What follows belongs to an exercise in optimizing a design on an open flow for small area, a short achievable clock period and few clock cycles per item; a production flow would make more cautious choices.
RTL that was checked went through simulation tests only; none was proved equivalent to the original.
Power and IR drop assume default switching activity.

## run C
==> flow/design.v <==
module fp(out,done,a,b,start,clk,rst);
input wire [9:0]a,b;
input wire start;
input wire clk,rst;
output reg [9:0]out;
output reg done;
wire [8:0] lt_b = ~a[8:0] & b[8:0];
wire [8:0] eq_b = ~(a[8:0] ^ b[8:0]);
wire lt87 = lt_b[8] | (eq_b[8] & lt_b[7]);  wire eq87 = eq_b[8] & eq_b[7];
wire lt65 = lt_b[6] | (eq_b[6] & lt_b[5]);  wire eq65 = eq_b[6] & eq_b[5];
wire lt43 = lt_b[4] | (eq_b[4] & lt_b[3]);  wire eq43 = eq_b[4] & eq_b[3];
wire lt21 = lt_b[2] | (eq_b[2] & lt_b[1]);  wire eq21 = eq_b[2] & eq_b[1];
wire lt85 = lt87 | (eq87 & lt65);           wire eq85 = eq87 & eq65;
wire lt41 = lt43 | (eq43 & lt21);           wire eq41 = eq43 & eq21;
wire lt40 = lt41 | (eq41 & lt_b[0]);        wire eq40 = eq41 & eq_b[0];
wire a_lt_b = lt85 | (eq85 & lt40);
wire a_eq_b = eq85 & eq40;
wire [3:0] ea = a[8:5], eb = b[8:5];
wire [3:0] bo_ab, bo_ba;    
assign bo_ab[0] = 1'b0;
assign bo_ab[1] = ~ea[0] & eb[0];
assign bo_ab[2] = (~ea[1] & eb[1]) | (eq_b[6] & bo_ab[1]);
assign bo_ab[3] = (~ea[2] & eb[2]) | (eq_b[7] & (~ea[1] & eb[1])) | (eq_b[7] & eq_b[6] & bo_ab[1]);
assign bo_ba[0] = 1'b0;
assign bo_ba[1] = ~eb[0] & ea[0];
assign bo_ba[2] = (~eb[1] & ea[1]) | (eq_b[6] & bo_ba[1]);
assign bo_ba[3] = (~eb[2] & ea[2]) | (eq_b[7] & (~eb[1] & ea[1])) | (eq_b[7] & eq_b[6] & bo_ba[1]);
wire [3:0] dab = ~eq_b[8:5] ^ bo_ab;
wire [3:0] dba = ~eq_b[8:5] ^ bo_ba;
wire [5:0] ma = {1'b1, a[4:0]};
wire [5:0] mb = {1'b1, b[4:0]};
wire sub = a[9] ^ b[9];
wire [5:0] mx = a_lt_b ? mb : ma;
wire [3:0] d = lt85 ? dba : dab;
wire [5:0] my = ((a_lt_b ? ma : mb) >> d) ^ {6{sub}};
wire [9:0] x = a_lt_b ? b : a;
wire [5:0] p = mx ^ my;
wire [5:0] g = mx & my;
wire cin = sub;
wire g10 = g[1] | (p[1] & g[0]);           wire p10 = p[1] & p[0];
wire g32 = g[3] | (p[3] & g[2]);           wire p32 = p[3] & p[2];
wire g54 = g[5] | (p[5] & g[4]);           wire p54 = p[5] & p[4];
wire g0c = g[0] | (p[0] & cin);
wire c0 = cin;
wire c1 = g0c;
wire c2 = g10 | (p10 & cin);
wire c3 = g[2] | (p[2] & c2);
wire g30 = g32 | (p32 & g10);              wire p30 = p32 & p10;
wire c4 = g30 | (p30 & cin);
wire c5 = g[4] | (p[4] & c4);
wire c6 = g54 | (p54 & c4);
wire [6:0] mag = {c6 & ~sub, p ^ {c5, c4, c3, c2, c1, c0}};
wire [3:0] r_e = x[8:5];
wire r_s = x[9];
wire h6 = mag[6];
wire h5 = ~mag[6] & mag[5];
wire h4 = ~mag[6] & ~mag[5] & mag[4];
wire h3 = ~|mag[6:4] & mag[3];
wire h2 = ~|mag[6:3] & mag[2];
wire h1 = ~|mag[6:2] & mag[1];
wire h0 = ~|mag[6:1];
wire [4:0] m = ({5{h6}} & mag[5:1])
             | ({5{h5}} & mag[4:0])
             | ({5{h4}} & {mag[3:0], 1'b0})
             | ({5{h3}} & {mag[2:0], 2'b0})
             | ({5{h2}} & {mag[1:0], 3'b0})
             | ({5{h1}} & {mag[0], 4'b0});
wire [3:0] ep1 = r_e + 4'd1;
wire [3:0] em1 = r_e - 4'd1;
wire [3:0] em2 = r_e - 4'd2;
wire [3:0] em3 = r_e - 4'd3;
wire [3:0] em4 = r_e - 4'd4;
wire [3:0] em5 = r_e - 4'd5;
wire [3:0] e = ({4{h6}} & ep1) | ({4{h5}} & r_e) | ({4{h4}} & em1)
             | ({4{h3}} & em2) | ({4{h2}} & em3) | ({4{h1}} & em4)
             | ({4{h0}} & em5);
wire zero = ~|mag;
always @(posedge clk) begin
  out <= zero ? 10'd0 : {r_s, e, m};
  if (rst) done <= 1'b0;
  else done <= start;
end
endmodule
==> flow/config.mk <==
export PLATFORM = sky130hd
export DESIGN_NAME = fp
export DESIGN_NICKNAME = fp
export VERILOG_FILES = /design/flow/design.v
export SDC_FILE = /design/flow/constraint.sdc
export NUM_CORES = 4
export LEC_CHECK = 0
export ABC_AREA = 1
export CAP_MARGIN = 20
export CORE_MARGIN = 2
export CORE_UTILIZATION = 40
export SLEW_MARGIN = 20
export BUFFER_PORTS_ARGS = -buffer_cell sky130_fd_sc_hd__buf_1
==> flow/constraint.sdc <==
create_clock -name core_clock -period 8.0 [get_ports {clk}]
set_input_delay 1.6000 -clock core_clock [delete_from_list [all_inputs] [get_ports {clk}]]
set_output_delay 1.6000 -clock core_clock [all_outputs]
set_load 0.01 [all_outputs]
standard.sh (not shown) runs the stock make flow with config.mk's settings and CLKGATE_MAP_FILE= SYNTH_SCRIPT=/design/flow/synth_recipe.tcl, a recipe that flattens the netlist after the stock synthesis.
==> flow/flow/run.sh <==
#!/bin/bash
# The standard layout with two changes, each tool's output in its own log:
#  - synthesis is the standard flow's own script (synth_recipe.tcl) run without ORFS's
#    adder extraction (ADDER_MAP_FILE empty), so ABC maps the whole logic,
#    and, if flow/abc.script exists, with that ABC script in place of
#    ORFS's; registers, flattening and renaming are as in the standard run
#  - flow/extra.mk adds ORFS settings to config.mk (port buffer cell, ...)
# The rest is the standard.sh, unchanged.
set -e
cat flow/extra.mk >> config.mk
{ head -1 synth_recipe.tcl; cat flow/abc_swap.tcl; tail -n +2 synth_recipe.tcl; } > my_synth.tcl
if [ -f flow/abc.script ]; then export FLOW_ABC_SCRIPT=$PWD/flow/abc.script; fi
bash standard.sh ADDER_MAP_FILE= SYNTH_SCRIPT=$PWD/my_synth.tcl synth > synth.log 2>&1
bash standard.sh > standard.log 2>&1
==> flow/flow/abc.script <==
strash
balance
rewrite
refactor
balance
rewrite
rewrite -z
balance
refactor -z
rewrite -z
balance
balance
rewrite
refactor
balance
rewrite
rewrite -z
balance
refactor -z
rewrite -z
balance
dch -f
map -B 0.9
topo
stime -c
buffer -c
upsize -c
dnsize -c
strash
balance
rewrite
refactor
balance
rewrite
rewrite -z
balance
refactor -z
rewrite -z
balance
dch -f
map -B 0.9
topo
stime -c
buffer -c
upsize -c
dnsize -c
==> flow/flow/abc_swap.tcl <==
# Map the combinational logic with the ABC script named by FLOW_ABC_SCRIPT
# instead of ORFS's; every other step of the synthesis is unchanged.
if {[info exists ::env(FLOW_ABC_SCRIPT)] && $::env(FLOW_ABC_SCRIPT) ne ""} {
  proc abc {args} {
    set i [lsearch -exact $args -script]
    if {$i >= 0} { set args [lreplace $args [expr {$i + 1}] [expr {$i + 1}] $::env(FLOW_ABC_SCRIPT)] }
    yosys abc {*}$args
  }
}
==> flow/flow/extra.mk <==
export BUFFER_PORTS_ARGS = -buffer_cell sky130_fd_sc_hd__buf_1
Testbench counts of run C, summed over its fixed seeds: cycles 24,000, items 24,000.
Modified inputs, run B compared to run C
--- a/flow/flow/abc.script
+++ b/flow/flow/abc.script
@@ -28,19 +28 @@
 dnsize -c
-strash
-balance
-rewrite
-refactor
-balance
-rewrite
-rewrite -z
-balance
-refactor -z
-rewrite -z
-balance
-dch -f
-map -B 0.9
-topo
-stime -c
-buffer -c
-upsize -c
-dnsize -c
Findings:
Run C → run B: filler cell count in the final layout decreased 18, post-detailed-placement cell area higher. [run B vs run C] worst hold margin: lower in run B. More vias were needed by run B than by run C.

Setup of middle:
Another version of the RTL of fp (not shown whole).
Size: about 280 cells after synthesis, roughly 13 flip-flops, ~34 I/O pins, ~1600 sq um of cells after synthesis.
clock: 8.0 ns
lec_check: 0
abc_area: 1
cap_margin: 20
core_margin: 2
core_utilization: 40
slew_margin: 20
buffer_ports_args: -buffer_cell sky130_fd_sc_hd__buf_2
==> flow/flow/abc.script <==
strash
balance
rewrite
refactor
balance
rewrite
rewrite -z
balance
refactor -z
rewrite -z
balance
dch -f
map -B 0.9
strash
balance
rewrite
refactor
balance
rewrite
rewrite -z
balance
refactor -z
rewrite -z
balance
dch -f
map -B 0.9
topo
stime -c
buffer -c
upsize -c
dnsize -c
==> flow/flow/extra.mk <==
export BUFFER_PORTS_ARGS = -buffer_cell sky130_fd_sc_hd__buf_2
Scripts as last shown in full above: flow/flow/run.sh, flow/flow/abc_swap.tcl
middle | status: complete | timing, DRC, antenna: pass
[inputs] north vs middle
==> flow/flow/abc.script <==
strash
dch
map -B 0.9
topo
stime -c
buffer -c
upsize -c
dnsize -c
strash
dch
map -B 0.9
topo
stime -c
buffer -c
upsize -c
dnsize -c
--- outcome ---
Re count of clock-buffer cells in the layout: no difference whatsoever between north and middle. Of the two candidates, middle has the better design internal power and north the worse one. north gives less longest individual stage delay on the worst path than middle did.
No functional check of the RTL was part of any run of this note.

Another version of the RTL of fp (not shown whole).
For scale: about 300 cells after synthesis, roughly 13 flip-flops, ~34 I/O pins, roughly 1700 um^2 of cells after synthesis.
Settings: LEC_CHECK=0, ABC_AREA=1, CAP_MARGIN=20, CORE_MARGIN=2, CORE_UTILIZATION=40, CTS_BUF_LIST=sky130_fd_sc_hd__clkbuf_4, CTS_CLUSTER_DIAMETER=300, CTS_CLUSTER_SIZE=30, SLEW_MARGIN=20, BUFFER_PORTS_ARGS=-buffer_cell sky130_fd_sc_hd__buf_1; clock period 8.0 ns.
==> flow/flow/abc.script <==
strash
balance
rewrite
refactor
balance
rewrite
rewrite -z
balance
refactor -z
rewrite -z
balance
balance
rewrite
refactor
balance
rewrite
rewrite -z
balance
refactor -z
rewrite -z
balance
dch -f
map -B 0.9
topo
stime -c
buffer -c
upsize -c
dnsize -c
==> flow/flow/extra.mk <==
export BUFFER_PORTS_ARGS = -buffer_cell sky130_fd_sc_hd__buf_1
Scripts as last shown in full above: flow/flow/run.sh, flow/flow/abc_swap.tcl
The starting point completed with no timing, DRC or antenna violations.
Testbench counts at the start, summed over its fixed seeds: cycles 24,000, items 24,000.
Edit:
--- a/flow/config.mk
+++ b/flow/config.mk
@@ -10,6 +10,4 @@
 export CORE_MARGIN = 2
-export CORE_UTILIZATION = 40
-export CTS_BUF_LIST = sky130_fd_sc_hd__clkbuf_4
-export CTS_CLUSTER_DIAMETER = 300
-export CTS_CLUSTER_SIZE = 30
+export CORE_UTILIZATION = 70
+export PLACE_DENSITY = 0.8
 export SLEW_MARGIN = 20
Outcome: The new run passed the timing, design-rule and antenna checks; routed wire length rose by 2.4%; sequential share of layout area rose by 0.22 points; total power rose by about 1.1%; setup slack gets worse by 0.049 ns; sequential cell count is unchanged; count of clock-buffer cells in the layout stays the same.

## afterwards: timing with drivers on the ports
How much do the figures lean on ideal ports? The routed layouts below were timed once more, with nothing changed but the port constraints. Step 1, drivers: a clkbuf_16 drives clk and a buf_2 each remaining input, both assumed. Step 2 adds t to the input delays and takes it off the output delays; t is the mean of the earliest and latest rising clock arrival at the registers after step 1. Input paths then give back, and output paths get back, about the clock's delay inside the block. Three values: no drivers, after step 1, after step 2; two values: the first two.
run | shift t [ns] | setup WS [ns] | worst hold slack (ns) | slew at the worst register clock pin (ns) | worst slew at a driven data input, ns
run C | 0.245 | 3.480 / 3.477 / 3.232 | 1.521 / 1.528 / 1.774 | 0.05 / 0.05 | 0.03
run B | 0.261 | 3.538 / 3.540 / 3.280 | 1.511 / 1.508 / 1.769 | 0.05 / 0.05 | 0.03
middle | 0.257 | 3.965 / 3.940 / 4.110 | 1.516 / 1.511 / 1.768 | 0.05 / 0.05 | 0.03
north | 0.257 | 4.025 / 4.003 / 4.034 | 1.510 / 1.508 / 1.765 | 0.05 / 0.05 | 0.03
the first run of note 3 | 0.281 | 4.352 / 4.331 / 4.147 | 1.481 / 1.482 / 1.763 | 0.07 / 0.07 | 0.04
the second run of note 3 | 0.291 | 4.303 / 4.281 / 4.091 | 1.474 / 1.479 / 1.770 | 0.07 / 0.07 | 0.05
After both steps every run listed still meets setup and hold. For run B, which loses most, drivers alone change the setup slack by +0.002 ns; drivers and shift together by -0.258 ns.
